This design comes from an exercise in tuning for small area and a short achievable clock period on the open sky130 flow, not from production work.
Only simulation tests tie the RTL to the original design; equivalence was not proved.
Power is estimated from default activity; no workload was simulated.

## 11-27
// MedianFilter
module MedianFilter#
  (parameter row = 430, col = 554)
  (input            clk,
  input signed[31:0]pixel,
  input       [7:0] data_in_0, data_in_1, data_in_2,
  input       [7:0] data_in_3, data_in_4, data_in_5,
  input       [7:0] data_in_6, data_in_7, data_in_8,
  output            done,
  output reg  [7:0]data_filtered);
Size in the first run: roughly 110 I/O pins.
Settings: LEC_CHECK=0, CAP_MARGIN=20, CORE_MARGIN=2, CORE_UTILIZATION=40, CTS_BUF_LIST=sky130_fd_sc_hd__clkbuf_2, SLEW_MARGIN=20; clock period 33.0 ns.
standard.sh (not shown) runs the stock make flow with config.mk's settings and CLKGATE_MAP_FILE= SYNTH_SCRIPT=/design/flow/synth_recipe.tcl, a recipe that flattens the netlist after the stock synthesis.
==> flow/flow/run.sh <==
#!/bin/bash
# Layout flow: the standard flow, except that
#  - synthesis maps the logic with an area-oriented ABC script (flow/area.abc);
#    everything else in synthesis, registers included, is as standard.sh synth does it;
#  - the helper module MedianFilter_done (the done output) is mapped for speed
#    with ORFS's own speed script, apart from the rest;
#  - the port buffers are the smallest buffer, sky130_fd_sc_hd__buf_1.
# Each tool's output goes to a log file of its own in this folder.
set -euo pipefail
W=$PWD
R=$W/orfs/results/$FLOW_PLATFORM/MedianFilter/base

# 1. The standard synthesis, kept for reference.
bash standard.sh synth > 1_standard_synth.log 2>&1
cp $R/1_2_yosys.v $W/standard_1_2_yosys.v

# 2. The same synthesis with the area ABC script; it replaces 1_2_yosys.v.
MY_ABC_SCRIPT=$W/flow/area.abc MY_FAST_MODULE=MedianFilter_done SYNTH_KEEP_MODULES=MedianFilter_done make -C $FLOW_HOME DESIGN_CONFIG=$W/config.mk \
  WORK_HOME=$W/orfs CLKGATE_MAP_FILE= SYNTH_SCRIPT=$W/flow/my_synth.tcl \
  do-yosys > 2_area_synth.log 2>&1
cp $W/orfs/logs/$FLOW_PLATFORM/MedianFilter/base/1_2_yosys.log $W/2_area_synth_yosys.log

# The registers must be the standard synthesis's: same names, same cells.
regs() { grep -E '^\s*sky130_fd_sc_hd__(df|ed|sd)[a-z0-9_]*\s' "$1" | awk '{print $1, $2}' | sort; }
if ! diff <(regs $W/standard_1_2_yosys.v) <(regs $R/1_2_yosys.v) > 3_register_check.log 2>&1; then
  echo "register mismatch" >> 3_register_check.log
  exit 1
fi

# 3. The rest of the standard flow, from 1_synth.odb to the final DEF.
BUFFER_PORTS_ARGS="-buffer_cell sky130_fd_sc_hd__buf_1" bash standard.sh finish > 4_layout.log 2>&1
Other scripts of this flow, unchanged in this note and not shown: flow/flow/area.abc, flow/flow/my_synth.tcl
diff inputs: 11-27 => 04-01
Settings: CORE_UTILIZATION now 65, was 40.
### Flow results
04-01 reports a lower growth of design area from synthesis to finish than 11-27 does.
Any difference in relative contribution of combinational cells to total power between 04-01 and 11-27 is small enough to ignore.
04-01 -> 11-27: instance count on the critical path delta 0, exact match
Status: switching share of power parity (04-01, 11-27)
Compared with 11-27, 04-01 shows a lower via count of the first global-routing pass.
Going from 11-27 to 04-01, total power comparable; post-route cell area now smaller; worst hold-check slack now larger.
The detailed-placement wirelength estimate reported for 04-01 is smaller than that of 11-27 by about 3.5%.
Between 11-27 and 04-01, the number of inserted diodes does not differ in any meaningful way.

* * *

run A:
Another version of the RTL of MedianFilter (not shown whole).
Size in the first run: roughly 350 cells after synthesis, ~0.0026 mm² of cells after synthesis.
==> flow/config.mk <==
export PLATFORM = sky130hd
export DESIGN_NAME = MedianFilter
export DESIGN_NICKNAME = MedianFilter
export VERILOG_FILES = /design/flow/design.v
export SDC_FILE = /design/flow/constraint.sdc
export NUM_CORES = 4
export LEC_CHECK = 0
export CAP_MARGIN = 20
export CORE_MARGIN = 2
export CORE_UTILIZATION = 40
export CTS_BUF_LIST = sky130_fd_sc_hd__clkbuf_2
export CTS_CLUSTER_DIAMETER = 200
export CTS_CLUSTER_SIZE = 10
export SLEW_MARGIN = 20
==> flow/constraint.sdc <==
create_clock -name core_clock -period 33.0 [get_ports {clk}]
set_input_delay 6.6000 -clock core_clock [delete_from_list [all_inputs] [get_ports {clk}]]
set_output_delay 6.6000 -clock core_clock [all_outputs]
set_load 0.01 [all_outputs]
==> flow/flow/run.sh <==
#!/bin/bash
# Layout flow: the standard flow, except that
#  - synthesis maps the logic with an area-oriented ABC script (flow/area.abc);
#    everything else in synthesis, registers included, is as standard.sh synth does it;
#  - the helper module MedianFilter_done (the done output) is mapped for speed
#    with ORFS's own speed script, apart from the rest;
#  - after synthesis, full adders are flipped where that saves inverters
#    (flow/fa_polarity.py), kept only if Yosys proves the result equivalent;
#  - the port buffers are the smallest buffer, sky130_fd_sc_hd__buf_1.
# Each tool's output goes to a log file of its own in this folder.
set -euo pipefail
W=$PWD
R=$W/orfs/results/$FLOW_PLATFORM/MedianFilter/base

# 1. The standard synthesis, kept for reference.
bash standard.sh synth > 1_standard_synth.log 2>&1
cp $R/1_2_yosys.v $W/standard_1_2_yosys.v

# 2. The same synthesis with the area ABC script; it replaces 1_2_yosys.v.
MY_ABC_SCRIPT=$W/flow/area.abc MY_FAST_MODULE=MedianFilter_done SYNTH_KEEP_MODULES=MedianFilter_done make -C $FLOW_HOME DESIGN_CONFIG=$W/config.mk \
  WORK_HOME=$W/orfs CLKGATE_MAP_FILE= SYNTH_SCRIPT=$W/flow/my_synth.tcl \
  do-yosys > 2_area_synth.log 2>&1
cp $W/orfs/logs/$FLOW_PLATFORM/MedianFilter/base/1_2_yosys.log $W/2_area_synth_yosys.log

# The registers must be the standard synthesis's: same names, same cells.
regs() { grep -E '^\s*sky130_fd_sc_hd__(df|ed|sd)[a-z0-9_]*\s' "$1" | awk '{print $1, $2}' | sort; }
if ! diff <(regs $W/standard_1_2_yosys.v) <(regs $R/1_2_yosys.v) > 3_register_check.log 2>&1; then
  echo "register mismatch" >> 3_register_check.log
  exit 1
fi

# 2b. Full-adder polarity (a full adder is self-dual), checked by a SAT proof.
YOSYS=$FLOW_HOME/../tools/install/yosys/bin/yosys
[[ -x $YOSYS ]] || YOSYS=yosys
cp $R/1_2_yosys.v $W/area_1_2_yosys.v
if python3 $W/flow/fa_polarity.py $W/area_1_2_yosys.v $W/pol_1_2_yosys.v > 4_fa_polarity.log 2>&1; then
  sed -e "s#@LIB@#$FLOW_HOME/platforms/$FLOW_PLATFORM/lib/sky130_fd_sc_hd__tt_025C_1v80.lib#" \
      -e "s#@GOLD@#$W/area_1_2_yosys.v#" -e "s#@GATE@#$W/pol_1_2_yosys.v#" \
      $W/flow/equiv.ys.in > $W/equiv.ys
  if $YOSYS -s $W/equiv.ys > 5_fa_polarity_equiv.log 2>&1; then
    cp $W/pol_1_2_yosys.v $R/1_2_yosys.v
    echo "fa_polarity: netlist replaced" >> 4_fa_polarity.log
  else
    echo "fa_polarity: not proven, netlist kept" >> 4_fa_polarity.log
  fi
fi

# 3. The rest of the standard flow, from 1_synth.odb to the final DEF.
BUFFER_PORTS_ARGS="-buffer_cell sky130_fd_sc_hd__buf_1" bash standard.sh finish > 6_layout.log 2>&1
Other scripts of this flow, unchanged in this note and not shown: flow/flow/area.abc, flow/flow/equiv.ys.in, flow/flow/fa_polarity.py, flow/flow/my_synth.tcl
In summary, run A completed successfully, with a layout that passed the timing, DRC and antenna checks.
What run B does differently from run A at the input level:
- CAP_MARGIN changed from 20 to 0
- GPL_TIMING_DRIVEN newly set to 0
- CTS_CLUSTER_DIAMETER removed (was 200)
- SLEW_MARGIN changed from 20 to 0
- CTS_CLUSTER_SIZE removed (was 10)
### Flow results
- Number of placement rows came out exactly the same in run A and run B.
- On overall power of the completed layout, the higher figure sits with run A, not run B.
- Compared with run A, run B shows a higher global-route wire length before repair.
- Any difference in fmax between run A and run B is small enough to ignore.
Modified inputs, run C compared to run B
- GPL_TIMING_DRIVEN no longer set, was 0
- CAP_MARGIN now 20, was 0
- SLEW_MARGIN now 20, was 0
Results
Going from run B to run C, worst hold slack moved up; routed wire length moved up. Total routing usage reported by global routing across run B and run C: no real change.

port drivers added, routing unchanged:
Ports are ideal in the flow. The routed layouts listed here were re-timed in OpenROAD.
Step 1: set_driving_cell puts a clkbuf_16 on clk and a buf_2 on each other input, an assumption about the parent block.
Step 2, shift: input delay + t, output delay - t, t = (earliest + latest rising clock arrival at the registers) / 2. This alone moves slack from input paths to output paths.
a / b / c = ideal / step 1 / step 2; a / b = the first two.
| run | t, ns | slack for setup (ns) | hold WS [ns] | cell pins on the clock port's net |
|---|---|---|---|---|
| 11-27 | 0.262 | 18.750 / 18.728 / 18.728 | 6.794 / 6.793 / 7.029 | 1 |
| 04-01 | 0.257 | 18.740 / 18.715 / 18.715 | 6.809 / 6.813 / 7.018 | 1 |
| run A | 0.237 | 18.714 / 18.694 / 18.694 | 6.837 / 6.842 / 7.007 | 1 |
| run B | 0.241 | 18.702 / 18.682 / 18.682 | 6.805 / 6.815 / 7.005 | 1 |
| run C | 0.246 | 18.694 / 18.674 / 18.674 | 6.830 / 6.838 / 7.011 | 1 |
After both steps every run listed still meets setup and hold. The setup slack of 04-01, which loses most, moves by -0.025 ns with the drivers and by -0.025 ns with both steps.
